Context: an optimization exercise on an open-source flow, tuned for small area and a short achievable clock period. The choices shown serve that exercise and are no tape-out recipe.
At most, simulation tests tie the RTL to the original design; equivalence was not proved.
The RTL of runs 2 to 6 was laid out without a check of its function.
No activity file was given, so power comes from the tool's default toggle rates.

<file path="design/flow/config.mk">
export PLATFORM = sky130hd
export DESIGN_NAME = spi_master_top
export DESIGN_NICKNAME = spi_master_top
export VERILOG_FILES = /design/flow/design.v
export SDC_FILE = /design/flow/constraint.sdc
export NUM_CORES = 4
export LEC_CHECK = 0
export ABC_AREA = 1
export CAP_MARGIN = 20
export CORE_MARGIN = 2
export CORE_UTILIZATION = 40
export SETUP_SLACK_MARGIN = 2.9
export SLEW_MARGIN = 20
</file>
<file path="design/flow/constraint.sdc">
create_clock -name core_clock -period 5.0 [get_ports {clk_i}]
set_input_delay 1.0000 -clock core_clock [delete_from_list [all_inputs] [get_ports {clk_i}]]
set_output_delay 1.0000 -clock core_clock [all_outputs]
set_load 0.01 [all_outputs]
</file>
<file path="design/flow/design.v">
module spi_master_top (
    input                    clk_i          ,
    input                    rstn_i         ,
    input                    miso_i         ,
    output reg               sck_o          ,
    output                   mosi_o         ,
    output                   spi_oe_o       ,               
    output      [7:0]        ssn_o          ,
    input                    stb_i          ,
    input       [1:0]        addr_i         ,
    input                    we_i           ,
    input       [7:0]        data_i         ,
    output reg  [7:0]        data_o         ,
    output reg               ack_o          ,
    output reg               int_o
);
reg              rstn_sync         ;
reg              rstn_temp         ;
always @(posedge clk_i or negedge rstn_i) begin
    if (!rstn_i) begin
        rstn_sync <= 1'b0;
        rstn_temp <= 1'b0;
    end
    else begin
        rstn_temp <= 1'b1;
        rstn_sync <= rstn_temp;
    end
end
wire             srst   = ~rstn_sync ;              
wire             wb_wr      = stb_i & we_i ;
wire             wr_con     = wb_wr & (addr_i == 2'b00);
wire             wr_sta     = wb_wr & (addr_i == 2'b01);
wire             wr_ext     = wb_wr & (addr_i == 2'b11);
reg              con5_n    ;                        
wire             con5      = ~con5_n;
reg    [7:0]     con_r     ;                        
wire   [7:0]     spi_con   = {con_r[7:6], con5, con_r[4:0]};
always @(posedge clk_i or negedge rstn_sync) begin
    if (!rstn_sync)
        con5_n <= 1'b0;
    else if (wr_con)
        con5_n <= ~data_i[5];
end
always @(posedge clk_i) begin
    if (srst)
        con_r <= 8'h00;
    else if (wr_con)
        con_r <= data_i;
end
wire             spi_en     = spi_con[7];
wire             spi_int_en = spi_con[6];
wire             cpol       = spi_con[4];
wire             cpha       = spi_con[3];
wire   [2:0]     sck_sel    = spi_con[2:0];
wire             me         = spi_con[7] & con5;    
assign           spi_oe_o   = con5;
reg    [7:0]     spi_ext   ;
always @(posedge clk_i) begin
    if (srst)
        spi_ext <= 8'h08;
    else if (me && wr_ext)
        spi_ext <= data_i;
end
wire   [1:0]     intcnt_sel = spi_ext[7:6];
wire   [2:0]     sck_mode   = spi_ext[5:3];
wire   [2:0]     slave_sel  = spi_ext[2:0];
reg              wfifo_ren ;
reg              rfifo_wen ;
reg              db7       ;                        
reg    [6:0]     db_lo     ;                        
wire   [7:0]     data_buf  = {db7, db_lo};
wire             fclr       = srst | ~spi_en;
wire             wfifo_wen  = stb_i & (addr_i == 2'b10) & ack_o &  we_i;
wire             rfifo_ren  = stb_i & (addr_i == 2'b10) & ack_o & ~we_i;
reg    [7:0]     wmem [0:3];
reg    [2:0]     wwp, wrp;
always @(posedge clk_i) begin
    if (fclr) begin
        wwp <= 3'd0;
        wrp <= 3'd0;
    end
    else begin
        wwp <= wwp + {2'b00, wfifo_wen};
        wrp <= wrp + {2'b00, wfifo_ren};
    end
end
integer i;
wire   [7:0]     wdin = data_i & {8{rstn_sync}};
always @(posedge clk_i) begin
    for (i = 0; i < 4; i = i + 1)
        if (srst || (wfifo_wen && wwp[1:0] == i))
            wmem[i] <= wdin;
end
wire   [7:0]     wfifo_dout = wmem[wrp[1:0]];
wire             wfifo_emp  = (wwp == wrp);
wire             wfifo_ful  = (wwp[2] != wrp[2]) && (wwp[1:0] == wrp[1:0]);
reg    [7:0]     rmem [0:3];
reg    [2:0]     rwp, rrp;
always @(posedge clk_i) begin
    if (fclr) begin
        rwp <= 3'd0;
        rrp <= 3'd0;
    end
    else begin
        rwp <= rwp + {2'b00, rfifo_wen};
        rrp <= rrp + {2'b00, rfifo_ren};
    end
end
wire   [7:0]     rdin = data_buf & {8{rstn_sync}};
always @(posedge clk_i) begin
    for (i = 0; i < 4; i = i + 1)
        if (srst || (rfifo_wen && rwp[1:0] == i))
            rmem[i] <= rdin;
end
wire   [7:0]     rfifo_dout = rmem[rrp[1:0]];
wire             rfifo_emp  = (rwp == rrp);
wire             rfifo_ful  = (rwp[2] != rrp[2]) && (rwp[1:0] == rrp[1:0]);
reg    [1:0]     trans_cnt ;
reg              spi_int_f ;
reg              wr_col_f  ;
always @(posedge clk_i) begin
    if (srst)
        trans_cnt <= 2'd0;
    else if (me) begin
        if (wr_ext)
            trans_cnt <= intcnt_sel;
        else if (rfifo_wen)
            trans_cnt <= (|trans_cnt) ? trans_cnt - 2'd1 : intcnt_sel;
    end
end
always @(posedge clk_i) begin
    if (srst)
        spi_int_f <= 1'b0;
    else if (me)
        spi_int_f <= (wr_sta & data_i[7]) ? 1'b0 : (spi_int_f | (~|trans_cnt & rfifo_wen));
end
always @(posedge clk_i) begin
    if (srst)
        wr_col_f <= 1'b0;
    else if (me)
        wr_col_f <= (wr_sta & data_i[6]) ? 1'b0 : (wr_col_f | (wfifo_wen & wfifo_ful));
end
wire   [7:0]     spi_sta = {spi_int_f, wr_col_f, 2'b00, wfifo_ful, wfifo_emp, rfifo_ful, rfifo_emp};
always @(posedge clk_i or negedge rstn_sync) begin
    if (!rstn_sync)
        data_o <= 8'h00;
    else if (me) begin
        case (addr_i)
            2'b00 : data_o <= spi_con    ;
            2'b01 : data_o <= spi_sta    ;
            2'b10 : data_o <= rfifo_dout ;
            2'b11 : data_o <= spi_ext    ;
        endcase
    end
end
always @(posedge clk_i or negedge rstn_sync) begin
    if (!rstn_sync)
        ack_o <= 1'b0;
    else if (me)
        ack_o <= stb_i & ~ack_o;
end
always @(posedge clk_i or negedge rstn_sync) begin
    if (!rstn_sync)
        int_o <= 1'b0;
    else if (me)
        int_o <= spi_int_en & spi_int_f;
end
localparam [2:0] IDLE = 3'b000,
                 ST   = 3'b001,
                 P2   = 3'b011,
                 P1   = 3'b010,
                 CT   = 3'b110;
reg    [2:0]     state     ;
reg    [12:0]    clk_cnt   ;
reg    [12:0]    reload    ;
always @(*) begin
    case (sck_mode)
        3'b010 : case (sck_sel)
            3'd0 : reload = 13'd4;
            3'd1 : reload = 13'd9;
            3'd2 : reload = 13'd19;
            3'd3 : reload = 13'd79;
            3'd4 : reload = 13'd159;
            3'd5 : reload = 13'd319;
            3'd6 : reload = 13'd1279;
            default : reload = 13'd2559;
        endcase
        3'b100 : case (sck_sel)
            3'd0 : reload = 13'd4;
            3'd1 : reload = 13'd24;
            3'd2 : reload = 13'd49;
            3'd3 : reload = 13'd99;
            3'd4 : reload = 13'd249;
            3'd5 : reload = 13'd499;
            3'd6 : reload = 13'd2499;
            default : reload = 13'd4999;
        endcase
        default : case (sck_sel)
            3'd0 : reload = 13'h1;
            3'd1 : reload = 13'h3;
            3'd2 : reload = 13'h7;
            3'd3 : reload = 13'h1f;
            3'd4 : reload = 13'h7f;
            3'd5 : reload = 13'h1ff;
            3'd6 : reload = 13'h7ff;
            default : reload = 13'h1fff;
        endcase
    endcase
end
reg              trans_en  ;
wire             cnt_run  = !trans_en && state != IDLE;
always @(posedge clk_i) begin
    if (me) begin
        if (cnt_run) begin
            clk_cnt  <= clk_cnt - 13'd1;
            trans_en <= (clk_cnt == 13'd1);
        end
        else begin
            clk_cnt  <= reload;
            trans_en <= 1'b0;
        end
    end
end
reg    [2:0]     bit_cnt   ;
reg              ssn_n     ;                        
always @(posedge clk_i or negedge rstn_sync) begin
    if (!rstn_sync) begin
        sck_o       <= 1'b0;
        db7         <= 1'b0;
        ssn_n       <= 1'b0;
    end
    else if (me) begin
        case (state)
            IDLE: begin
                db7 <= wfifo_dout[7];
                sck_o       <= cpol;
                ssn_n       <= ~wfifo_emp;
            end
            ST: begin
                if (trans_en && cpha)
                    sck_o <= ~sck_o;
            end
            P2: begin
                if (trans_en)
                    sck_o <= ~sck_o;
            end
            P1: begin
                if (trans_en) begin
                    db7 <= db_lo[6];
                    if (bit_cnt != 3'd0)
                        sck_o <= ~sck_o;
                end
            end
            CT: begin
                if (wfifo_emp)
                    sck_o <= cpol;
                else begin
                    db7 <= wfifo_dout[7];
                    sck_o       <= ~sck_o;
                end
            end
            default: ;
        endcase
    end
end
always @(posedge clk_i) begin
    if (me) begin
        case (state)
            IDLE: begin
                bit_cnt       <= 3'd7;
                db_lo <= wfifo_dout[6:0];
            end
            P1: begin
                if (trans_en) begin
                    db_lo <= {db_lo[5:0], miso_i};
                    bit_cnt       <= bit_cnt - 3'd1;
                end
            end
            CT: begin
                if (!wfifo_emp) begin
                    bit_cnt       <= 3'd7;
                    db_lo <= wfifo_dout[6:0];
                end
            end
            default: ;
        endcase
    end
end
always @(posedge clk_i) begin
    if (srst) begin
        state     <= IDLE;
        wfifo_ren <= 1'b0;
        rfifo_wen <= 1'b0;
    end
    else if (me) begin
        wfifo_ren <= 1'b0;
        rfifo_wen <= 1'b0;
        case (state)
            IDLE: begin
                if (!wfifo_emp)
                    state <= ST;
            end
            ST: begin
                if (trans_en) begin
                    wfifo_ren <= 1'b1;
                    state     <= P2;
                end
            end
            P2: begin
                if (trans_en)
                    state <= P1;
            end
            P1: begin
                if (trans_en) begin
                    if (bit_cnt == 3'd0) begin
                        rfifo_wen <= 1'b1;
                        state     <= CT;
                    end
                    else
                        state <= P2;
                end
            end
            CT: begin
                if (wfifo_emp)
                    state <= IDLE;
                else begin
                    wfifo_ren <= 1'b1;
                    state     <= P2;
                end
            end
            default: state <= IDLE;
        endcase
    end
end
assign mosi_o = db7;
genvar g;
generate
    for (g = 0; g < 8; g = g + 1) begin : g_ssn
        assign ssn_o[g] = ~(ssn_n & (slave_sel == g));
    end
endgenerate
endmodule
</file>
<file path="design/flow/flow/run.sh">
#!/bin/bash
# Standard layout with buf_1 port buffers and a lighter clock tree (no dummy loads,
# clkbuf_4/clkbuf_8 only, larger sink clusters).
set -euo pipefail
bash standard.sh \
  "BUFFER_PORTS_ARGS=-buffer_cell sky130_fd_sc_hd__buf_1" \
  "CTS_ARGS=-sink_clustering_enable -repair_clock_nets -dont_use_dummy_load -buf_list {sky130_fd_sc_hd__clkbuf_4 sky130_fd_sc_hd__clkbuf_8} -sink_clustering_size 20" \
  finish > flow_standard.log 2>&1
</file>
<file path="design/flow/standard.sh">
#!/bin/bash
# synth_recipe.tcl (not shown) runs the flow's synth.tcl, then flattens the netlist and writes it again
# the make line also repeats each setting of config.mk as NAME=value (left out here)
make -C /OpenROAD-flow-scripts/flow DESIGN_CONFIG=/design/flow/config.mk WORK_HOME=/design/flow/orfs CLKGATE_MAP_FILE= SYNTH_SCRIPT=/design/flow/synth_recipe.tcl "${@:-finish}"
</file>
==> metrics.csv, run 1 <==
stage,metric,value,unit
outcome,status,no timing/DRC/antenna violations,
logic_synthesis,sequential cell area fraction in the yosys report,57.7,%
sta,Final Hold Viols,0,
route,first-pass detailed-route iteration total,5,
sta,setup ws final,2.81,ns
layout,Area Overhead vs Synth,12.5,%
clock_network,H-tree depth,4,
sta,final critical-path share of the clock period,43.9,%
logic_synthesis,YS warnings,3,
clock_network,clock-pin slew on the worst setup and hold paths,0.06,ns
sta,worst relative slew slack,51.4,%
clock_network,CTS tree,yes,
critical_path,critical path startpoint,spi_ext[1],
sta,max-slew violations,0,
logic_synthesis,largest family of logic cells by synthesized area,simple AND/OR/NAND/NOR gates,
clock_network,TritonCTS Buffers,17,
sta,setup TNS,0,ns
grt,total gr overflow,0,
clock_network,Clock Path Buffers,2,
logic_synthesis,mux contribution to synthesized area,0,%
route,initial drt markers,415,
critical_path,reg2reg start,con5_n,
route,vias per cell,5.11,
die,Initial Util,41.0,%
route,WL per Instance,15.5,um
critical_path,worst r2r dst,db_lo[2],
placed_design,pre-CTS WS,1.95,ns
power,VDD IR max,0.137,mV
critical_path,arrival time at the worst endpoint,1.19,ns
logic_synthesis,Synth Register Bits,140,
logic_synthesis,synthesized area per cell,8.94,um2
logic_synthesis,simple-gate share of the synthesized area,21.0,%
critical_path,Worst R2R Path Depth,7,
die,die area,17300,um2
route,vias post-DR,5071,
logic_synthesis,Synth Area in Compound Gates,10.7,%
critical_path,crit path launch type,register,
layout,ant diodes,0,
die,Die Y,132,um
power,Leak,0.00296,uW
logic_synthesis,Synth Instances,729,
clock_network,clock sinks,140,
sta,max frequency,0.456,GHz
critical_path,Critical Path Sink,ssn_o[1],
sta,Worst Skew,0.0244,ns
grt,largest net degree at the start of global routing,31,
placed_design,HPWL Detailed,11500,um
logic_synthesis,mapped cell area,6520,um2
critical_path,worst reg2reg setup slack,3.09,ns
hold_path,Hold Path Class,reg -> async,
flow_run,Max Cap Viol,0,
grt,vias in the first global route,4857,
logic_synthesis,"Net Count, Synth",756,
critical_path,Setup crit end kind,output pin,
sta,Worst-Margin Slew,0.726,ns
die,I/O pin cnt,36,
placed_design,PortBufs,35,
layout,nets@finish,806,
die,die width,132,um
critical_path,WP data required,4.00,ns
sta,RSZ-0062 raised after global routing,true,
logic_synthesis,Synth Area in XOR/XNOR,1.46,%
grt,antenna violations before repair,0,
clock_network,CTS root buf,clkbuf_8,
logic_synthesis,area share of fa/ha/maj cells after synthesis,2.30,%
power,total power,2190,uW
clock_network,Post-CTS Hold Fix Bufs,0,
sta,"Setup violations, final",0,
critical_path,CP Class,reg -> out,
grt,first-pass GRT wire length,24900,um
sta,minimum clock period,2.19,ns
logic_synthesis,Netlist cell types,42,
route,Antenna Nets Post-Route,0,
die,area of the core,15900,um2
route,routed wire length,15400,um
placed_design,RePlAce Congestion,0.937,
critical_path,"critical path fanouts, max",4,
grt,total track usage,18.5,%
die,row count,46,
route,Residual DRC,0,
power,P per Cell Area,298,nW/um2
layout,share of layout cells above drive strength 1,10.7,%
clock_network,Clock Latency Late Sink,0.44,ns
routing by layer:
| layer | vias up | global-route usage [%] | wire [um] |
|---|---|---|---|
| met5 | - | 0 | 0 |
| met4 | 0 | 6.58 | 261 |
| met3 | 21 | 3.67 | 587 |
| met2 | 110 | 30.1 | 7260 |
| met1 | 2411 | 24.5 | 7310 |
| li1 | 2529 | - | - |
worst min path at each step:
| stage | end | cells past startpoint | slack [ns] | start |
|---|---|---|---|---|
| detailed placement | sck_o | 0 | 0.30 | rstn_sync |
| finish | ssn_n | 0 | 0.30 | rstn_sync |
| floorplan | ack_o | 0 | 0.18 | rstn_sync |
| CTS | ssn_n | 0 | 0.31 | rstn_sync |
| global placement | sck_o | 0 | 0.31 | rstn_sync |
| global route | rstn_temp | 1 | 0.31 | rstn_i |
worst max-delay path, stage by stage (launching register included):
cell and delay [ns]:
dfxtp_4 0.37, buf_6 0.12, nor2_4 0.07, nand2_1 0.06
buf_2 0.14
cell families after synthesis:
family,count (synthesis)
AO/OA/AOI/OAI,126
XOR/XNOR,10
adder cells (fa/ha/maj),12
buffers and inverters,110
flip-flops,140
other,1
AND/OR/NAND/NOR,330
cells in the mapped netlist (all sizes together):
cell type / n / area [um2]
dfrtp: 16 / 400
a211oi: 1 / 7.51
o21ai: 61 / 305
dfxtp: 36 / 721
inv: 93 / 349
o221ai: 1 / 8.76
clkinv: 1 / 3.75
nor4: 1 / 6.26
a31oi: 5 / 31.3
xnor2: 7 / 68.8
o211ai: 3 / 22.5
a41oi: 1 / 8.76
nor3: 7 / 35.0
clkbuf: 5 / 18.8
o211a: 1 / 10.0
nand4: 13 / 81.3
nor3b: 1 / 7.51
a22oi: 1 / 7.51
xor2: 3 / 26.3
nand3b: 1 / 7.51
ha: 12 / 150
nand3: 35 / 180
nor2: 73 / 297
buf: 11 / 65.1
edfxtp: 88 / 2640
a32oi: 2 / 17.5
a21oi: 41 / 205
o31ai: 5 / 37.5
a221oi: 4 / 35.0
nand2: 198 / 751
or2: 1 / 6.26
conb: 1 / 3.75
flip-flops by register name, summed over array words and instances, names as in the netlist, 2 cells and up:
register,count
rmem,32
db_lo,7
spi_ext,8
con_r,7
rwp,3
wmem,32
trans_cnt,2
wwp,3
wrp,3
bit_cnt,3
clk_cnt,13
state,3
data_o,8
rrp,3
through the flow:
| step | hold slack, ns | area (um2) | util (%) | cells |
|---|---|---|---|---|
| final | 0.296 | 7330 | 46.2 | 993 |
| after global routing | 0.314 | 7330 | 46.2 | 993 |
| after CTS | 0.305 | 7270 | 45.8 | 990 |
| after detailed placement | 0.302 | 6960 | 43.8 | 970 |
| after global placement | 0.307 | 6960 | 43.8 | 970 |
| after floorplan | 0.181 | 6600 | - | 729 |
layout make-up:
class / instances / area (um2)
inverter: 94 / 373
tap: 216 / 270
sequential: 140 / 3770
multi-input combinational: 479 / 2430
fill: 1592 / 8550
clock buffer: 17 / 234
timing repair buffer: 47 / 249
where the power goes:
group / internal (uW) / switching [uW] / total, uW / leakage (uW)
clock: 298 / 350 / 649 / 0.000122
combinational: 64.2 / 126 / 190 / 0.00151
sequential: 1310 / 41.4 / 1350 / 0.00133
total: 1670 / 518 / 2190 / 0.00296
repair_timing:
| action | CTS | global route |
|---|---|---|
| gates resized for setup | 28 | 12 |
| gates cloned | 0 | 0 |
| setup buffers | 3 | 3 |
| pin swaps | 5 | 10 |
| setup endpoints to repair | 61 | 45 |
cells in the final DEF, fill, tap and decap left out, types with 2 or more instances in the layout:
master / count
a32oi_1: 2
o21ai_1: 4
clkbuf_8: 17
inv_2: 9
o211ai_1: 3
nor2_1: 62
edfxtp_1: 88
buf_1: 24
inv_4: 3
ha_1: 12
inv_1: 80
a31oi_1: 5
dfrtp_1: 15
nor2_4: 6
buf_4: 10
o31ai_4: 4
a21oi_1: 41
nand2_4: 2
nand2_1: 191
xor2_1: 3
nor2_2: 5
nand3_1: 34
xnor2_1: 6
nor3_1: 6
dfxtp_1: 33
a221oi_1: 4
nand2_2: 5
dfxtp_4: 2
buf_6: 3
o21ai_0: 57
buf_2: 9
nand4_1: 13
==> run 2, diff against run 1 <==
--- a/design/flow/design.v
+++ b/design/flow/design.v
@@ -33,4 +33,3 @@
 wire             wr_ext     = wb_wr & (addr_i == 2'b11);
-reg              con5_n    ;                        
-wire             con5      = ~con5_n;
+reg              con5      ;                        
 reg    [7:0]     con_r     ;                        
@@ -39,5 +38,5 @@
     if (!rstn_sync)
-        con5_n <= 1'b0;
+        con5 <= 1'b1;
     else if (wr_con)
-        con5_n <= ~data_i[5];
+        con5 <= data_i[5];
 end
@@ -209,14 +208,9 @@
 end
-reg              trans_en  ;
-wire             cnt_run  = !trans_en && state != IDLE;
+wire             trans_en = (clk_cnt == 13'd0);
 always @(posedge clk_i) begin
     if (me) begin
-        if (cnt_run) begin
-            clk_cnt  <= clk_cnt - 13'd1;
-            trans_en <= (clk_cnt == 13'd1);
-        end
-        else begin
-            clk_cnt  <= reload;
-            trans_en <= 1'b0;
-        end
+        if (!trans_en && state != IDLE)
+            clk_cnt <= clk_cnt - 13'd1;
+        else
+            clk_cnt <= reload;
     end
@@ -224,3 +218,3 @@
 reg    [2:0]     bit_cnt   ;
-reg              ssn_n     ;                        
+reg              ssn       ;
 always @(posedge clk_i or negedge rstn_sync) begin
@@ -229,3 +223,3 @@
         db7         <= 1'b0;
-        ssn_n       <= 1'b0;
+        ssn         <= 1'b1;
     end
@@ -236,3 +230,3 @@
                 sck_o       <= cpol;
-                ssn_n       <= ~wfifo_emp;
+                ssn         <= wfifo_emp;
             end
@@ -338,3 +332,3 @@
     for (g = 0; g < 8; g = g + 1) begin : g_ssn
-        assign ssn_o[g] = ~(ssn_n & (slave_sel == g));
+        assign ssn_o[g] = ssn | (slave_sel != g);
     end
==> design/flow/run.sh (new file) <==
#!/bin/bash
# synth_recipe.tcl (not shown) runs the flow's synth.tcl, then flattens the netlist and writes it again
# the make line also repeats each setting of config.mk as NAME=value (left out here)
make -C /OpenROAD-flow-scripts/flow DESIGN_CONFIG=/design/flow/config.mk WORK_HOME=/design/flow/orfs CLKGATE_MAP_FILE= SYNTH_SCRIPT=/design/flow/synth_recipe.tcl finish
--- a/design/flow/config.mk
+++ b/design/flow/config.mk
@@ -7,3 +7,2 @@
 export LEC_CHECK = 0
-export ABC_AREA = 1
 export CAP_MARGIN = 20
@@ -11,3 +10,2 @@
 export CORE_UTILIZATION = 40
-export SETUP_SLACK_MARGIN = 2.9
 export SLEW_MARGIN = 20
removed: design/flow/flow/run.sh
removed: design/flow/standard.sh
==> metrics.csv, run 2 <==
stage,metric,value,unit,change
critical_path,arrival time at the worst endpoint,2.89,ns,+1.70 ns
logic_synthesis,sequential cell area fraction in the yosys report,57.4,%,-0.39 points
logic_synthesis,mapped cell area,6510,um2,about the same
layout,nets@finish,603,,-25%
clock_network,CTS tree,yes,,
grt,antenna violations before repair,0,,unchanged
layout,share of layout cells above drive strength 1,14.9,%,+4.3 points
clock_network,CTS root buf,clkbuf_16,,
placed_design,Placed Area,7120,um2,+2.3%
critical_path,crit path launch type,input port,,
logic_synthesis,synthesized area per cell,12.1,um2,+35%
route,initial drt markers,352,,-15%
route,first-pass detailed-route iteration total,5,,unchanged
grt,total track usage,17.2,%,-1.2 points
clock_network,H-tree depth,4,,unchanged
layout,final instance area,7700,um2,+5.1%
die,I/O pin cnt,36,,unchanged
logic_synthesis,Synth Instances,539,,-26%
power,VDD IR max,0.238,mV,+74%
clock_network,Clock Path Buffers,2,,unchanged
route,vias per cell,5.37,,+5.1%
sta,minimum clock period,2.76,ns,+0.568 ns
logic_synthesis,"Net Count, Synth",566,,-25%
route,Residual DRC,0,,unchanged
placed_design,HPWL Detailed,10300,um,-10%
flow_run,Max Cap Viol,0,,unchanged
hold_path,Hold Path Class,reg -> async,,
layout,Filler Cell Count,1419,,-11%
clock_network,TritonCTS Buffers,17,,unchanged
sta,final critical-path share of the clock period,55.2,%,+11 points
layout,Top Registers,"rmem (32), wmem (32), clk_cnt (13)",,
logic_synthesis,Post-synth EDFFs,87,,-1.1%
grt,total gr overflow,0,,unchanged
placed_design,PortBufs,35,,unchanged
critical_path,WP data required,5.13,ns,+1.13 ns
sta,hold_ws,0.300,ns,+0.00414 ns
power,Leak,0.00280,uW,-5.4%
sta,"Setup violations, final",0,,unchanged
sta,Worst Skew,0.00812,ns,-0.0163 ns
route,WL per Instance,17.8,um,+14%
logic_synthesis,most common cell in the synthesized netlist,edfxtp_1,,
grt,grt met3 use,3.74,%,+0.077 points
logic_synthesis,Main synth FF type,edfxtp_1,,
sta,Final Hold Viols,0,,unchanged
logic_synthesis,YS warnings,3,,unchanged
logic_synthesis,Synth top cells by count,"edfxtp_1, nor2_1, nand2_1",,
grt,GR peak layer,met2,,
logic_synthesis,Synth area leader,edfxtp_1,,
die,row count,46,,unchanged
grt,vias in the first global route,4124,,-15%
clock_network,Clock Latency Late Sink,0.42,ns,-0.02 ns
critical_path,worst path cell trace,clkdlybuf4s50_1 > buf_4 > nor2b_1 > nand4_1 > inv_1 > nand2_1 > o21ai_0 > buf_4,,
critical_path,CP Class,in -> reg,,
grt,first-pass GRT wire length,23100,um,-7.4%
placed_design,RePlAce Congestion,0.867,,-7.4%
sta,RSZ-0062 raised after global routing,false,,
grt,largest net degree at the start of global routing,53,,+71%
critical_path,Setup crit end kind,register,,
critical_path,CP max stage delay,0.46,ns,+0.09 ns
clock_network,post-CTS sizing,0,,-100%
layout,Area Overhead vs Synth,18.3,%,
layout,most used cells in the layout excluding fill and tap cells,"edfxtp_1, nor2_1, nand2_1",,
clock_network,clock-pin slew on the worst setup and hold paths,0.06,ns,about the same
critical_path,CP top delay family,buffers and inverters,,
die,area of the core,15900,um2,unchanged
critical_path,Buffers & Inverters on Critical Path,4,,+2
critical_path,most frequent CP cell,buf_4,,
die,die area,17300,um2,about the same
layout,"most common cell after layout, fill and taps aside",edfxtp_1,,
sta,max-slew violations,0,,unchanged
sta,worst relative slew slack,45.5,%,-5.9 points
grt,grt met1 use,24.2,%,-0.26 points
die,die width,132,um,about the same
outcome,status,no timing/DRC/antenna violations,,
clock_network,clock sinks,139,,-0.71%
sta,setup TNS,0,ns,unchanged
layout,ant diodes,0,,unchanged
sta,max frequency,0.362,GHz,-21%
grt,met2 usage,26.4,%,-3.7 points
logic_synthesis,ys async rst share,11.5,%,+0.082 points
logic_synthesis,Netlist cell types,60,,+43%
logic_synthesis,top post-synthesis cells by area,"edfxtp_1, dfxtp_1, mux4_2, dfrtp_1, mux2i_1",,
critical_path,"critical path fanouts, max",23,,+19
sta,Worst-Margin Slew,0.813,ns,+0.0869 ns
power,P per Cell Area,365,nW/um2,+22%
route,vias post-DR,4321,,-15%
sta,setup ws final,2.24,ns,-0.568 ns
logic_synthesis,Synth Register Bits,139,,-0.71%
clock_network,postcts setup bufs,0,,-3
route,routed wire length,14300,um,-7.4%
clock_network,Post-CTS Hold Fix Bufs,0,,unchanged
critical_path,critical path's slowest cell,clkdlybuf4s50_1,,
placed_design,pre-CTS WS,1.82,ns,-0.124 ns
die,Die Y,132,um,about the same
logic_synthesis,share of Yosys cell area claimed by the top area cell type,40.1,%,-0.44 points
route,Antenna Nets Post-Route,0,,unchanged
die,Initial Util,41.0,%,about the same
run 2: where the power goes:
| group | internal, uW | leakage [uW] | switching, uW |
|---|---|---|---|
| logic | 129 | 0.00121 | 111 |
| clock network | 727 | 0.000284 | 496 |
| registers | 1300 | 0.00131 | 44.1 |
| total | 2160 | 0.00280 | 650 |
run 2: worst paths after layout:
path                                 from    endpoint  slack (ns)  cells after the start
worst min-delay path            rstn_sync   data_o[7]        0.30                      1
worst max-delay path            addr_i[1]  wmem[3][5]        2.24                      8
worst max register to register     wrp[0]  bit_cnt[2]        2.64                      4
max in group asynchronous          rstn_i   rstn_sync        4.14                      1
min in group core_clock         rstn_temp   rstn_sync        0.36                      0
worst min register to register  rstn_sync   data_o[7]        0.30                      1
run 2: routing by layer:
| layer | up-vias | share of wire [%] |
|---|---|---|
| met3 | 18 | 4.7 |
| met2 | 113 | 47 |
| met1 | 2127 | 47 |
| li1 | 2063 | - |
| met4 | 0 | 1.8 |
| met5 | - | 0 |
run 2: cell families (layout without fill, tap and decap cells):
logic type / after synthesis / after routing / synth area share [%]
other: 1 / 1 / 0.0576
AO/OA/AOI/OAI: 96 / 96 / 9.39
adder cells (fa/ha/maj): 12 / 12 / 2.30
XOR/XNOR: 23 / 23 / 3.09
flip-flops: 139 / 139 / 57.4
AND/OR/NAND/NOR: 168 / 168 / 13.2
buffers and inverters: 47 / 97 / 2.94
multiplexers: 53 / 53 / 11.6
run 2: cell type report:
cell class | instances | area, um2 | share of cell area, %
repair buffers | 50 | 463 | 6.01
well taps | 216 | 270 | 3.51
inverters | 15 | 56.3 | 0.731
clock buffers | 20 | 458 | 5.94
clock inverters | 12 | 125 | 1.62
flip-flops and latches | 139 | 3740 | 48.5
multi-input cells | 353 | 2590 | 33.7
run 2: through the flow:
step / util (%) / instances / power [uW]
after detailed placement: 44.8 / 773 / 1620
after global routing: 48.5 / 805 / 2910
after global placement: 44.8 / 773 / 1610
after floorplan: - / 539 / 1470
after CTS: 48.5 / 805 / 2840
final: 48.5 / 805 / 2810
run 2: worst reg2reg max path: stages (launching register included):
cell	delay (ns)
dfxtp_1	0.72
xor2_1	0.33
o31ai_1	0.12
a211o_1	0.35
a21oi_2	0.48
==> run 3, diff against run 2 <==
--- a/design/flow/config.mk
+++ b/design/flow/config.mk
@@ -10,2 +10,3 @@
 export CORE_UTILIZATION = 40
+export CTS_BUF_LIST = sky130_fd_sc_hd__clkbuf_4 sky130_fd_sc_hd__clkbuf_8
 export SLEW_MARGIN = 20
==> metrics.csv, run 3 <==
stage,metric,value,unit,change
outcome,status,no timing/DRC/antenna violations,,
clock_network,Clock Path Buffers,2,,unchanged
clock_network,CTS tree,yes,,
clock_network,TritonCTS Buffers,17,,unchanged
logic_synthesis,Main synth FF type,edfxtp_1,,
die,I/O pin cnt,36,,unchanged
clock_network,Post-CTS Hold Fix Bufs,0,,unchanged
die,die area,17300,um2,unchanged
route,first-pass detailed-route iteration total,5,,unchanged
layout,"most common cell after layout, fill and taps aside",edfxtp_1,,
grt,antenna violations before repair,0,,unchanged
route,Residual DRC,0,,unchanged
critical_path,crit path launch type,input port,,
sta,worst relative slew slack,45.1,%,-0.36 points
route,vias post-DR,4287,,-0.79%
sta,minimum clock period,2.75,ns,-0.0103 ns
critical_path,Worst R2R Path Depth,4,,unchanged
layout,most used cells in the layout excluding fill and tap cells,"edfxtp_1, nor2_1, nand2_1",,
logic_synthesis,Netlist cell types,60,,unchanged
critical_path,worst reg2reg setup slack,2.67,ns,+0.03 ns
power,VDD IR max,0.217,mV,-8.7%
route,WL per Instance,17.6,um,-0.97%
critical_path,worst r2r dst,bit_cnt[2],,
critical_path,arrival time at the worst endpoint,2.91,ns,+0.02 ns
grt,vias in the first global route,4131,,+0.17%
sta,setup ws final,2.25,ns,+0.0103 ns
clock_network,clock-pin slew on the worst setup and hold paths,0.08,ns,+0.02 ns
sta,Worst-Margin Slew,0.818,ns,+0.00530 ns
clock_network,post-CTS sizing,0,,unchanged
logic_synthesis,top post-synthesis cells by area,"edfxtp_1, dfxtp_1, mux4_2, dfrtp_1, mux2i_1",,
logic_synthesis,Synth Instances,539,,unchanged
power,P per Cell Area,333,nW/um2,-8.7%
sta,max-slew violations,0,,unchanged
die,Die Y,132,um,unchanged
clock_network,clock sinks,139,,unchanged
route,Antenna Nets Post-Route,0,,unchanged
clock_network,postcts setup bufs,0,,unchanged
logic_synthesis,ys async rst share,11.5,%,unchanged
sta,RSZ-0062 raised after global routing,false,,
layout,ant diodes,0,,unchanged
logic_synthesis,"Net Count, Synth",566,,unchanged
clock_network,Clock Latency Late Sink,0.45,ns,+0.03 ns
layout,FF+latch area,3740,um2,unchanged
sta,final critical-path share of the clock period,55.0,%,-0.21 points
route,vias per cell,5.33,,-0.79%
logic_synthesis,Synth Register Bits,139,,unchanged
logic_synthesis,mapped cell area,6510,um2,unchanged
layout,share of layout cells above drive strength 1,15.3,%,+0.34 points
hold_path,Hold Path Class,reg -> async,,
layout,Finished Core Util,47.4,%,-1.1 points
layout,Area Overhead vs Synth,15.5,%,
die,row count,46,,unchanged
critical_path,WP data required,5.16,ns,+0.03 ns
layout,final instance area,7520,um2,-2.3%
logic_synthesis,synthesized area per cell,12.1,um2,unchanged
layout,Final Non-Filler Cells,805,,unchanged
placed_design,pre-CTS WS,1.82,ns,unchanged
critical_path,CP Class,in -> reg,,
logic_synthesis,sequential cell area fraction in the yosys report,57.4,%,unchanged
power,Leak,0.00272,uW,-2.8%
clock_network,CTS root buf,clkbuf_8,,
placed_design,HPWL Detailed,10300,um,unchanged
flow_run,Max Cap Viol,0,,unchanged
placed_design,Placed Area,7120,um2,unchanged
layout,Filler Cell Count,1442,,+1.6%
critical_path,reg2reg start,wrp[0],,
sta,max frequency,0.364,GHz,+0.37%
grt,total track usage,17.1,%,-0.13 points
placed_design,PortBufs,35,,unchanged
logic_synthesis,share of Yosys cell area claimed by the top area cell type,40.1,%,unchanged
grt,first-pass GRT wire length,22800,um,-1.0%
sta,"Setup violations, final",0,,unchanged
layout,nets@finish,603,,unchanged
critical_path,"critical path fanouts, max",23,,unchanged
sta,Worst Skew,0.0127,ns,+0.00461 ns
logic_synthesis,Post-synth EDFFs,87,,unchanged
sta,setup TNS,0,ns,unchanged
grt,largest net degree at the start of global routing,53,,unchanged
sta,Final Hold Viols,0,,unchanged
critical_path,Setup crit end kind,register,,
die,die width,132,um,unchanged
layout,area of the multi-input gates,2590,um2,unchanged
logic_synthesis,YS warnings,3,,unchanged
logic_synthesis,Synth top cells by count,"edfxtp_1, nor2_1, nand2_1",,
grt,total gr overflow,0,,unchanged
clock_network,H-tree depth,4,,unchanged
placed_design,Placed Cells,773,,unchanged
route,initial drt markers,316,,-10%
die,area of the core,15900,um2,unchanged
route,routed wire length,14200,um,-0.97%
layout,Top Registers,"rmem (32), wmem (32), clk_cnt (13)",,
die,Initial Util,41.0,%,unchanged
logic_synthesis,Synth area leader,edfxtp_1,,
logic_synthesis,most common cell in the synthesized netlist,edfxtp_1,,
placed_design,RePlAce Congestion,0.867,,unchanged
==> run 3: cell count changes in the layout (fill, tap and decap cells not counted) <==
cell	before	now
clkbuf_16	18	0
clkbuf_1	2	0
bufinv_16	1	2
clkbuf_8	0	17
clkbuf_4	0	2
==> run 3: layout make-up <==
cell class	count	share of cell area (%)
Clock buffer	19	3.31
Clock inverter	13	2.06
Inverter	15	0.748
Multi-Input combinational cell	353	34.5
Sequential cell	139	49.7
Tap cell	216	3.59
Timing Repair Buffer	50	6.15
==> run 3: worst max-delay path by stage <==
stage	start	to	slack (ns)	depth (start not counted)
floorplan	addr_i[1]	wmem[1][0]	2.48	5
global placement	addr_i[1]	wmem[3][5]	1.86	8
detailed placement	addr_i[1]	wmem[1][3]	1.82	8
CTS	spi_ext[2]	ssn_o[7]	2.22	3
global route	addr_i[1]	wmem[3][2]	2.12	8
finish	addr_i[1]	wmem[3][5]	2.25	8
==> run 3: worst max-delay path: stages <==
cell and delay [ns]:
clkdlybuf4s50_1 0.46, buf_4 0.26, nor2b_1 0.25, nand4_1 0.32, inv_1 0.18, nand2_1 0.08, o21ai_0 0.16, buf_4 0.19
==> run 3: metal layers <==
metal / vias to the layer above / track usage, % / routed length, um
li1: 2058 / - / -
met1: 2104 / 23.8 / 6750
met2: 105 / 26.4 / 6610
met3: 20 / 3.51 / 543
met4: 0 / 6.64 / 253
met5: - / 0 / 0
==> run 3: cells by family after synthesis <==
family	share of synthesized area, %
simple gates	13.2
compound gates	9.39
flops	57.4
buf+inv	2.94
xor+xnor	3.09
other cells	0.0576
fa+ha+maj	2.30
mux	11.6
==> run 3: through the flow <==
step	power [uW]	hold WS, ns
2_1_floorplan	1470	0.189
3_3_place_gp	1610	0.313
3_5_place_dp	1620	0.319
4_1_cts	2540	0.332
5_1_grt	2610	0.372
6_report	2510	0.306
==> run 3: power breakdown <==
part	leakage (uW)	switching [uW]	internal [uW]	total, uW
registers	0.00131	43.6	1300	1350
logic	0.00121	111	129	239
clock network	0.000205	454	467	921
==> run 4, diff against run 3 <==
==> design/flow/flow/run.sh (new file) <==
#!/bin/bash
# Standard layout, with plain buf_1 cells as the port buffers.
set -euo pipefail
bash standard.sh "BUFFER_PORTS_ARGS=-buffer_cell sky130_fd_sc_hd__buf_1" finish > flow_standard.log 2>&1
==> design/flow/standard.sh (new file) <==
#!/bin/bash
# synth_recipe.tcl (not shown) runs the flow's synth.tcl, then flattens the netlist and writes it again
# the make line also repeats each setting of config.mk as NAME=value (left out here)
make -C /OpenROAD-flow-scripts/flow DESIGN_CONFIG=/design/flow/config.mk WORK_HOME=/design/flow/orfs CLKGATE_MAP_FILE= SYNTH_SCRIPT=/design/flow/synth_recipe.tcl "${@:-finish}"
removed: design/flow/run.sh
==> metrics.csv, run 4 <==
stage,metric,value,unit,change
outcome,status,no timing/DRC/antenna violations,,
clock_network,H-tree depth,4,,unchanged
critical_path,CP max stage delay,0.76,ns,+0.30 ns
sta,final critical-path share of the clock period,56.9,%,+1.9 points
logic_synthesis,Main synth FF type,edfxtp_1,,
layout,"most common cell after layout, fill and taps aside",edfxtp_1,,
logic_synthesis,share of Yosys cell area claimed by the top area cell type,40.1,%,unchanged
sta,minimum clock period,2.85,ns,+0.0947 ns
die,I/O pin cnt,36,,unchanged
grt,largest net degree at the start of global routing,36,,-32%
route,vias post-DR,4251,,-0.84%
critical_path,CP Class,in -> reg,,
grt,total gr overflow,0,,unchanged
sta,setup TNS,0,ns,unchanged
placed_design,PortBufs,35,,unchanged
logic_synthesis,ys async rst share,11.5,%,unchanged
logic_synthesis,Post-synth EDFFs,87,,unchanged
sta,"Setup violations, final",0,,unchanged
route,routed wl met3,640,um,+18%
critical_path,arrival time at the worst endpoint,3.01,ns,+0.10 ns
layout,nets@finish,601,,-0.33%
route,Top Metal Used,met4,,
critical_path,"critical path fanouts, max",23,,unchanged
critical_path,crit path launch type,input port,,
sta,max frequency,0.351,GHz,-3.3%
clock_network,CTS root buf,clkbuf_8,,
critical_path,Worst R2R Path Depth,4,,unchanged
logic_synthesis,Synth Register Bits,139,,unchanged
clock_network,clock-pin slew on the worst setup and hold paths,0.08,ns,about the same
logic_synthesis,Netlist cell types,60,,unchanged
route,Residual DRC,0,,unchanged
grt,vias in the first global route,4196,,+1.6%
route,vias per cell,5.29,,-0.59%
logic_synthesis,Synth top cells by count,"edfxtp_1, nor2_1, nand2_1",,
power,Net Sw Power,585,uW,-3.9%
layout,most used cells in the layout excluding fill and tap cells,"edfxtp_1, nor2_1, nand2_1",,
logic_synthesis,YS warnings,3,,unchanged
logic_synthesis,"Net Count, Synth",566,,unchanged
hold_path,Hold Path Class,reg -> async,,
logic_synthesis,sequential cell area fraction in the yosys report,57.4,%,unchanged
logic_synthesis,mapped cell area,6510,um2,unchanged
clock_network,TritonCTS Buffers,17,,unchanged
clock_network,clock sinks,139,,unchanged
power,Internal Power,1940,uW,+2.3%
clock_network,post-CTS sizing,0,,unchanged
die,die width,132,um,unchanged
layout,Area Overhead vs Synth,12.3,%,
clock_network,CTS tree,yes,,
route,routed wire length,14300,um,+0.78%
critical_path,reg2reg start,wrp[0],,
sta,worst relative slew slack,29.8,%,-15 points
logic_synthesis,Synth Instances,539,,unchanged
grt,antenna violations before repair,0,,unchanged
die,row count,46,,unchanged
placed_design,HPWL Detailed,10300,um,+0.26%
power,VDD IR max,0.287,mV,+32%
sta,Worst-Margin Slew,1.05,ns,+0.234 ns
flow_run,Max Cap Viol,0,,unchanged
die,Initial Util,41.0,%,unchanged
placed_design,RePlAce Congestion,0.868,,+0.10%
route,Antenna Nets Post-Route,0,,unchanged
logic_synthesis,most common cell in the synthesized netlist,edfxtp_1,,
sta,max-slew violations,0,,unchanged
route,first-pass detailed-route iteration total,5,,unchanged
placed_design,Placed Area,6880,um2,-3.3%
grt,first-pass GRT wire length,23000,um,+0.97%
layout,Top Registers,"rmem (32), wmem (32), clk_cnt (13)",,
clock_network,postcts setup bufs,0,,unchanged
logic_synthesis,synthesized area per cell,12.1,um2,unchanged
route,M1 WL,6780,um,+0.50%
route,WL per Instance,17.8,um,+1.0%
critical_path,critical path's slowest cell,buf_1,,
die,Die Y,132,um,unchanged
clock_network,Post-CTS Hold Fix Bufs,0,,unchanged
critical_path,WP data required,5.16,ns,about the same
grt,total track usage,17.3,%,+0.20 points
sta,Worst Skew,0.0125,ns,-0.000195 ns
route,initial drt markers,361,,+14%
sta,Final Hold Viols,0,,unchanged
power,combinational power share,7.2,%,-2.3 points
die,die area,17300,um2,unchanged
power,Leak,0.00263,uW,-3.4%
power,part of the power in the clock network,39.4,%,+2.6 points
power,Seq pwr share,53.4,%,-0.3 points
logic_synthesis,top post-synthesis cells by area,"edfxtp_1, dfxtp_1, mux4_2, dfrtp_1, mux2i_1",,
critical_path,worst path cell trace,buf_1 > nor2b_1 > nand4_1 > inv_1 > nand2_1 > o21ai_0 > buf_4,,
die,area of the core,15900,um2,unchanged
clock_network,Clock Path Buffers,2,,unchanged
clock_network,Clock Latency Late Sink,0.45,ns,about the same
critical_path,Setup crit end kind,register,,
route,Routed met2 length,6720,um,+1.8%
power,P per Cell Area,345,nW/um2,+3.7%
layout,share of layout cells above drive strength 1,14.7,%,-0.63 points
layout,final instance area,7320,um2,-2.8%
sta,RSZ-0062 raised after global routing,false,,
critical_path,worst r2r dst,db_lo[5],,
layout,ant diodes,0,,unchanged
power,sw frac,23.1,%,-1.1 points
critical_path,worst reg2reg setup slack,2.39,ns,-0.28 ns
logic_synthesis,Synth area leader,edfxtp_1,,
-- run 4: cell count changes in the layout (fill, tap and decap cells not counted), moves of 2 or more --
cell	delta
buf_4	-2
clkdlybuf4s50_1	-35
bufinv_16	+2
buf_1	+35
clkbuf_4	+2
inv_6	-4
-- run 4: power by group through the flow --
| stage | registers (uW) | logic, uW | clock network, uW |
|---|---|---|---|
| after global routing | 1360 | 202 | 1070 |
| after CTS | 1350 | 185 | 1020 |
| after floorplan | 1370 | 99.9 | 0 |
| after global placement | 1370 | 181 | 0 |
| after detailed placement | 1380 | 184 | 0 |
| final | 1350 | 183 | 994 |
-- run 4: routing by layer --
layer	global-route usage, %	up-vias
met5	0	-
met4	5.13	0
met2	26.5	92
met1	24.1	2098
li1	-	2052
met3	4.67	9
-- run 4: final cells by class --
cell class / instances / area (um2)
fill: 1472 / 8570
clock buffer: 21 / 264
inverter: 15 / 56.3
multi-input combinational: 353 / 2590
timing repair buffer: 48 / 229
clock inverter: 11 / 169
sequential: 139 / 3740
tap: 216 / 270
-- run 4: kinds of logic after synthesis --
logic type	Yosys count	share of synthesized area, %
other cells	1	0.0576
simple gates	168	13.2
mux	53	11.6
flops	139	57.4
compound gates	96	9.39
fa+ha+maj	12	2.30
buf+inv	47	2.94
xor+xnor	23	3.09
-- run 4: per-stage QoR --
stage          std cells  utilization [%]  power, uW  worst slack [ns]  hold slack [ns]
2_1_floorplan        539                -       1470              2.48            0.189
3_3_place_gp         771             43.3       1550              1.78            0.293
3_5_place_dp         771             43.3       1560              1.75            0.283
4_1_cts              803             46.1       2560              2.21            0.281
5_1_grt              803             46.1       2630              1.97            0.282
6_report             803             46.1       2530              2.15            0.283
-- run 4: critical path, delay by kind of cell --
kind / cells / cell delay [ns]
simple gates: 3 / 0.69
buf+inv: 3 / 1.13
compound gates: 1 / 0.18
-- run 4: worst max path at each step --
stage,cells after the start,slack [ns],startpoint,endpoint
after floorplan,5,2.48,addr_i[1],wmem[1][0]
after global placement,7,1.78,addr_i[1],wmem[3][2]
after detailed placement,7,1.75,addr_i[1],wmem[3][6]
after CTS,7,2.21,addr_i[1],wmem[3][6]
after global routing,7,1.97,addr_i[1],wmem[3][0]
final,7,2.15,addr_i[1],wmem[3][6]
==> run 5, diff against run 4 <==
==> design/flow/flow/run.sh (replaced) <==
#!/bin/bash
# Standard layout with buf_2 port buffers and a lighter clock tree (no dummy loads,
# clkbuf_4/clkbuf_8 only, larger sink clusters).
set -euo pipefail
bash standard.sh \
  "BUFFER_PORTS_ARGS=-buffer_cell sky130_fd_sc_hd__buf_2" \
  "CTS_ARGS=-sink_clustering_enable -repair_clock_nets -dont_use_dummy_load -buf_list {sky130_fd_sc_hd__clkbuf_4 sky130_fd_sc_hd__clkbuf_8} -sink_clustering_size 20" \
  finish > flow_standard.log 2>&1
--- a/design/flow/config.mk
+++ b/design/flow/config.mk
@@ -10,3 +10,3 @@
 export CORE_UTILIZATION = 40
-export CTS_BUF_LIST = sky130_fd_sc_hd__clkbuf_4 sky130_fd_sc_hd__clkbuf_8
+export SETUP_SLACK_MARGIN = 2.6
 export SLEW_MARGIN = 20
==> metrics.csv, run 5 <==
stage,metric,value,unit,change
sta,minimum clock period,2.33,ns,-0.514 ns
critical_path,reg2reg start,clk_cnt[2],,
clock_network,clock-pin slew on the worst setup and hold paths,0.09,ns,about the same
logic_synthesis,top post-synthesis cells by area,"edfxtp_1, dfxtp_1, mux4_2, dfrtp_1, mux2i_1",,
power,Leak,0.00264,uW,+0.43%
die,die area,17300,um2,unchanged
logic_synthesis,synthesized area per cell,12.1,um2,unchanged
outcome,status,no timing/DRC/antenna violations,,
sta,"Setup violations, final",0,,unchanged
clock_network,H-tree depth,4,,unchanged
logic_synthesis,Synth area leader,edfxtp_1,,
route,Residual DRC,0,,unchanged
clock_network,TritonCTS Buffers,17,,unchanged
logic_synthesis,Synth Register Bits,139,,unchanged
grt,largest net degree at the start of global routing,26,,-28%
logic_synthesis,YS warnings,3,,unchanged
sta,max-slew violations,0,,unchanged
logic_synthesis,Synth top cells by count,"edfxtp_1, nor2_1, nand2_1",,
critical_path,worst r2r dst,clk_cnt[6],,
route,Antenna Nets Post-Route,0,,unchanged
logic_synthesis,ys async rst share,11.5,%,unchanged
layout,Top Registers,"rmem (32), wmem (32), clk_cnt (13)",,
layout,"most common cell after layout, fill and taps aside",edfxtp_1,,
sta,max frequency,0.429,GHz,+22%
sta,hold_ws,0.313,ns,+0.0299 ns
grt,total track usage,16.9,%,-0.39 points
sta,worst relative slew slack,35.3,%,+5.5 points
grt,first-pass GRT wire length,22500,um,-2.2%
clock_network,clock sinks,139,,unchanged
power,VDD IR max,0.205,mV,-29%
layout,Finished Core Util,45.5,%,-0.54 points
logic_synthesis,Post-synth EDFFs,87,,unchanged
logic_synthesis,most common cell in the synthesized netlist,edfxtp_1,,
flow_run,Max Cap Viol,0,,unchanged
logic_synthesis,share of Yosys cell area claimed by the top area cell type,40.1,%,unchanged
route,vias post-DR,4214,,-0.87%
logic_synthesis,Synth Instances,539,,unchanged
grt,antenna violations before repair,0,,unchanged
die,I/O pin cnt,36,,unchanged
clock_network,Clock Path Buffers,2,,unchanged
critical_path,arrival time at the worst endpoint,1.33,ns,-1.68 ns
logic_synthesis,"Net Count, Synth",566,,unchanged
die,area of the core,15900,um2,unchanged
sta,setup ws final,2.67,ns,+0.514 ns
sta,setup TNS,0,ns,unchanged
sta,RSZ-0062 raised after global routing,false,,
grt,vias in the first global route,4085,,-2.6%
critical_path,worst reg2reg setup slack,2.79,ns,+0.40 ns
die,row count,46,,unchanged
layout,ant diodes,0,,unchanged
clock_network,Post-CTS Hold Fix Bufs,0,,unchanged
logic_synthesis,sequential cell area fraction in the yosys report,57.4,%,unchanged
die,die width,132,um,unchanged
clock_network,Clock Latency Late Sink,0.45,ns,about the same
route,routed wire length,14000,um,-1.8%
critical_path,CP Class,reg -> out,,
critical_path,Setup crit end kind,output pin,,
sta,final critical-path share of the clock period,46.6,%,-10 points
route,first-pass detailed-route iteration total,5,,unchanged
critical_path,WP data required,4.00,ns,-1.16 ns
placed_design,RePlAce Congestion,0.853,,-1.7%
layout,nets@finish,599,,-0.33%
sta,Worst Skew,0.0336,ns,+0.0211 ns
placed_design,pre-CTS WS,1.53,ns,-0.220 ns
layout,Area Overhead vs Synth,11.0,%,
logic_synthesis,Netlist cell types,60,,unchanged
clock_network,CTS root buf,clkbuf_8,,
critical_path,Worst R2R Path Depth,5,,+1
layout,share of layout cells above drive strength 1,20.4,%,+5.7 points
placed_design,Placed Area,6900,um2,+0.20%
die,Initial Util,41.0,%,unchanged
logic_synthesis,mapped cell area,6510,um2,unchanged
layout,most used cells in the layout excluding fill and tap cells,"edfxtp_1, nor2_1, nand2_1",,
die,Die Y,132,um,unchanged
sta,Final Hold Viols,0,,unchanged
route,initial drt markers,350,,-3.0%
route,WL per Instance,17.8,um,+0.35%
critical_path,crit path launch type,register,,
layout,final instance area,7230,um2,-1.2%
route,vias per cell,5.36,,+1.3%
placed_design,PortBufs,35,,unchanged
critical_path,"critical path fanouts, max",4,,-83%
hold_path,Hold Path Class,in -> async,,
placed_design,HPWL Detailed,10300,um,+0.42%
clock_network,CTS tree,yes,,
sta,Worst-Margin Slew,0.966,ns,-0.0869 ns
power,P per Cell Area,304,nW/um2,-12%
logic_synthesis,Main synth FF type,edfxtp_1,,
grt,total gr overflow,0,,unchanged
-- run 5: cell counts after synthesis --
Identical to the previous run, type by type.
-- run 5: how the worst max path moves through the flow --
stage	from	endpoint	slack, ns	cells past startpoint
detailed placement	addr_i[1]	wmem[2][6]	1.53	4
global placement	addr_i[1]	wmem[1][1]	1.61	6
finish	spi_ext[2]	ssn_o[7]	2.67	3
global route	wrp[1]	bit_cnt[1]	2.61	4
floorplan	addr_i[1]	wmem[1][0]	2.48	5
CTS	addr_i[1]	wmem[2][2]	2.47	4
-- run 5: final cells by class --
type	count	area (um2)
inverters	15	57.6
clock buffers	17	234
repair buffers	46	260
flip-flops and latches	139	3740
fillers	1464	8650
well taps	216	270
multi-input cells	353	2670
-- run 5: cell families (layout without fill, tap and decap cells) --
family / Yosys count / after routing / synth area share [%]
adders and majority gates: 12 / 12 / 2.30
buffers and inverters: 47 / 78 / 2.94
AOI/OAI and AO/OA: 96 / 96 / 9.39
DFF: 139 / 139 / 57.4
other: 1 / 1 / 0.0576
xor gates and xnor gates: 23 / 23 / 3.09
muxes: 53 / 53 / 11.6
and+or+nand+nor: 168 / 168 / 13.2
-- run 5: metrics by stage --
step,cells,power (uW)
after global routing,786,2300
after CTS,784,2220
after floorplan,539,1470
after detailed placement,767,1570
final,786,2200
after global placement,767,1560
-- run 5: per-layer routing --
layer / part of all wire [%] / wire [um] / track usage [%]
met1: 47 / 6560 / 23.4
met2: 46 / 6500 / 26.2
met3: 5.3 / 744 / 4.24
met4: 1.5 / 211 / 5.37
met5: 0 / 0 / 0
-- run 5: power by group --
part           switching (uW)  leakage [uW]  total [uW]  internal, uW
Sequential               47.4       0.00131        1350          1300
Clock                     354      0.000122         653           298
Combinational             111       0.00121         196          85.8
Total                     512       0.00264        2200          1690
-- run 5: critical path, cell delays in order (launching register included) --
cell	delay, ns
dfxtp_1	0.45
nor2b_4	0.22
nand3_1	0.08
buf_2	0.15
-- run 5: repair_timing --
item	4_1_cts	5_1_grt
pin swaps	0	1
setup endpoints to repair	54	47
buffers inserted	0	2
gates resized for setup	14	7
gates cloned	0	0
==> run 6, diff against run 5 <==
--- a/design/flow/config.mk
+++ b/design/flow/config.mk
@@ -10,3 +10,3 @@
 export CORE_UTILIZATION = 40
-export SETUP_SLACK_MARGIN = 2.6
+export SETUP_SLACK_MARGIN = 2.9
 export SLEW_MARGIN = 20
==> metrics.csv, run 6 <==
stage,metric,value,unit,change
clock_network,CTS tree,yes,,
placed_design,Placed Cells,765,,-0.26%
route,Residual DRC,0,,unchanged
critical_path,critical path startpoint,ssn,,
sta,setup TNS,0,ns,unchanged
route,first-pass detailed-route iteration total,4,,-1
layout,most used cells in the layout excluding fill and tap cells,"edfxtp_1, nor2_1, nand2_1",,
critical_path,crit path launch type,register,,
clock_network,clock-pin slew on the worst setup and hold paths,0.08,ns,about the same
logic_synthesis,Post-synth EDFFs,87,,unchanged
power,total power,2210,uW,+0.46%
sta,Worst-Margin Slew,0.891,ns,-0.0743 ns
critical_path,worst r2r dst,clk_cnt[11],,
sta,max frequency,0.439,GHz,+2.4%
critical_path,Buffers & Inverters on Critical Path,1,,unchanged
critical_path,arrival time at the worst endpoint,1.28,ns,-0.05 ns
logic_synthesis,synthesized area per cell,12.1,um2,unchanged
hold_path,Hold Path Class,in -> async,,
layout,ant diodes,0,,unchanged
power,VDD IR max,0.215,mV,+4.9%
clock_network,Clock Latency Late Sink,0.44,ns,about the same
logic_synthesis,Netlist cell types,60,,unchanged
die,die width,132,um,unchanged
layout,"most common cell after layout, fill and taps aside",edfxtp_1,,
critical_path,"critical path fanouts, max",4,,unchanged
grt,antenna violations before repair,0,,unchanged
flow_run,Max Cap Viol,0,,unchanged
route,vias post-DR,4255,,+0.97%
critical_path,CP Depth,3,,unchanged
critical_path,Worst R2R Path Depth,6,,+1
die,Initial Util,41.0,%,unchanged
sta,max-slew violations,0,,unchanged
layout,Area Overhead vs Synth,13.9,%,
die,Die Y,132,um,unchanged
route,vias per cell,5.39,,+0.46%
route,routed wire length,14400,um,+3.1%
logic_synthesis,ys async rst share,11.5,%,unchanged
layout,Final Non-Filler Cells,790,,+0.51%
logic_synthesis,Synth Instances,539,,unchanged
sta,final critical-path share of the clock period,45.5,%,-1.1 points
layout,Top Registers,"rmem (32), wmem (32), clk_cnt (13)",,
placed_design,pre-CTS WS,2.03,ns,+0.505 ns
critical_path,worst path cell trace,nor2_4 > nand3_1 > buf_2,,
critical_path,Critical Path Sink,ssn_o[3],,
placed_design,HPWL Detailed,10300,um,-0.84%
die,die area,17300,um2,unchanged
route,WL per Instance,18.3,um,+2.5%
layout,share of layout cells above drive strength 1,24.2,%,+3.9 points
logic_synthesis,mapped cell area,6510,um2,unchanged
logic_synthesis,most common cell in the synthesized netlist,edfxtp_1,,
sta,Final Hold Viols,0,,unchanged
die,row count,46,,unchanged
logic_synthesis,sequential cell area fraction in the yosys report,57.4,%,unchanged
logic_synthesis,YS warnings,3,,unchanged
critical_path,CP Class,reg -> out,,
clock_network,Post-CTS Hold Fix Bufs,0,,unchanged
sta,worst relative slew slack,39.9,%,+4.6 points
logic_synthesis,Synth top cells by count,"edfxtp_1, nor2_1, nand2_1",,
grt,total gr overflow,0,,unchanged
placed_design,RePlAce Congestion,0.833,,-2.3%
logic_synthesis,Synth Register Bits,139,,unchanged
grt,first-pass GRT wire length,23000,um,+2.2%
logic_synthesis,share of Yosys cell area claimed by the top area cell type,40.1,%,unchanged
logic_synthesis,Synth area leader,edfxtp_1,,
sta,minimum clock period,2.28,ns,-0.0553 ns
sta,Worst Skew,0.0173,ns,-0.0163 ns
clock_network,Clock Path Buffers,2,,unchanged
grt,vias in the first global route,4233,,+3.6%
critical_path,reg2reg start,clk_cnt[5],,
clock_network,CTS root buf,clkbuf_8,,
clock_network,TritonCTS Buffers,17,,unchanged
logic_synthesis,Main synth FF type,edfxtp_1,,
grt,total track usage,17.3,%,+0.45 points
die,I/O pin cnt,36,,unchanged
die,area of the core,15900,um2,unchanged
critical_path,WP data required,4.00,ns,about the same
logic_synthesis,"Net Count, Synth",566,,unchanged
critical_path,CP top delay family,flip-flops,,
critical_path,critical path's slowest cell,dfstp_2,,
layout,Filler Cell Count,1474,,+0.68%
sta,"Setup violations, final",0,,unchanged
sta,setup ws final,2.72,ns,+0.0553 ns
placed_design,PortBufs,35,,unchanged
critical_path,CP max stage delay,0.59,ns,+0.14 ns
power,Leak,0.00270,uW,+2.3%
critical_path,Setup crit end kind,output pin,,
clock_network,clock sinks,139,,unchanged
logic_synthesis,top post-synthesis cells by area,"edfxtp_1, dfxtp_1, mux4_2, dfrtp_1, mux2i_1",,
grt,largest net degree at the start of global routing,53,,+100%
clock_network,H-tree depth,4,,unchanged
layout,nets@finish,603,,+0.67%
critical_path,worst reg2reg setup slack,3.00,ns,+0.21 ns
sta,RSZ-0062 raised after global routing,true,,
route,Antenna Nets Post-Route,0,,unchanged
route,initial drt markers,419,,+20%
outcome,status,no timing/DRC/antenna violations,,
power,P per Cell Area,298,nW/um2,-2.1%
## run 6: stage by stage
stage | util, % | hold slack (ns) | area [um2]
floorplan | - | 0.189 | 6590
global placement | 43.8 | 0.339 | 6950
detailed placement | 43.8 | 0.340 | 6950
CTS | 45.8 | 0.293 | 7280
global route | 46.7 | 0.290 | 7420
finish | 46.7 | 0.319 | 7420
## run 6: report_power, final
group	leakage (uW)	switching [uW]	internal, uW
clock network	0.000122	354	299
registers	0.00131	44.7	1300
logic	0.00126	117	93.8
## run 6: area by class of cell
cell class                 instances  area [um2]  share of cell area [%]
timing repair inverter             1        5.00                  0.0675
timing repair buffer              49         337                    4.54
inverter                          15        65.1                   0.877
clock buffer                      17         234                    3.15
sequential                       139        3760                    50.7
tap                              216         270                    3.64
multi-input combinational        353        2750                    37.0
## run 6: worst min-delay path by stage
| stage | end | depth (start not counted) | slack, ns | start |
|---|---|---|---|---|
| floorplan | ack_o | 0 | 0.19 | rstn_sync |
| global placement | rstn_sync | 0 | 0.34 | rstn_temp |
| detailed placement | rstn_sync | 0 | 0.34 | rstn_temp |
| CTS | rstn_sync | 1 | 0.29 | rstn_i |
| global route | rstn_sync | 1 | 0.29 | rstn_i |
| finish | rstn_sync | 1 | 0.32 | rstn_i |
## run 6: routing by layer
layer | vias to the layer above | track usage [%] | part of all wire, %
li1 | 2043 | - | -
met1 | 2096 | 23.7 | 46
met2 | 100 | 26.2 | 48
met3 | 16 | 4.98 | 4.4
met4 | 0 | 6.52 | 1.8
met5 | - | 0 | 0
## run 6: timing repair
action | in CTS | in global routing
setup buffers | 4 | 3
endpoints found under the setup margin | 98 | 64
pin swaps | 3 | 5
resized for setup | 19 | 22
cloned | 0 | 1
## run 6: cells by family after synthesis
family / Yosys count / share of synthesized area, %
multiplexers: 53 / 11.6
buffers and inverters: 47 / 2.94
flip-flops: 139 / 57.4
AO/OA/AOI/OAI: 96 / 9.39
adder cells (fa/ha/maj): 12 / 2.30
XOR/XNOR: 23 / 3.09
AND/OR/NAND/NOR: 168 / 13.2
other: 1 / 0.0576

[what the ideal ports hide]
The results above use ideal ports. As a check the final layouts listed here were re-extracted and re-timed, cells and wires unchanged. Step 1, drivers: a clkbuf_16 drives clk_i and a buf_2 each remaining input, both assumed. Step 2, shift: input delay + t, output delay - t, t = (earliest + latest rising clock arrival at the registers) / 2. This alone moves slack from input paths to output paths. Slacks: no drivers / after step 1 / after step 2; pairs: no drivers / after step 1.
run | shift t [ns] | setup WS [ns] | worst data-port slew with drivers (ns)
run 1 | 0.465 | 2.807 / 2.771 / 2.497 | 0.03
run 2 | 0.456 | 2.239 / 2.250 / 1.794 | 0.04
run 3 | 0.481 | 2.249 / 2.233 / 1.773 | 0.04
run 4 | 0.476 | 2.155 / 2.163 / 1.687 | 0.04
run 5 | 0.467 | 2.669 / 2.634 / 2.287 | 0.04
run 6 | 0.475 | 2.724 / 2.685 / 2.525 | 0.06
After both steps every run listed still meets setup and hold. The setup slack of run 3, which loses most, moves by -0.016 ns with the drivers and by -0.476 ns with both steps.
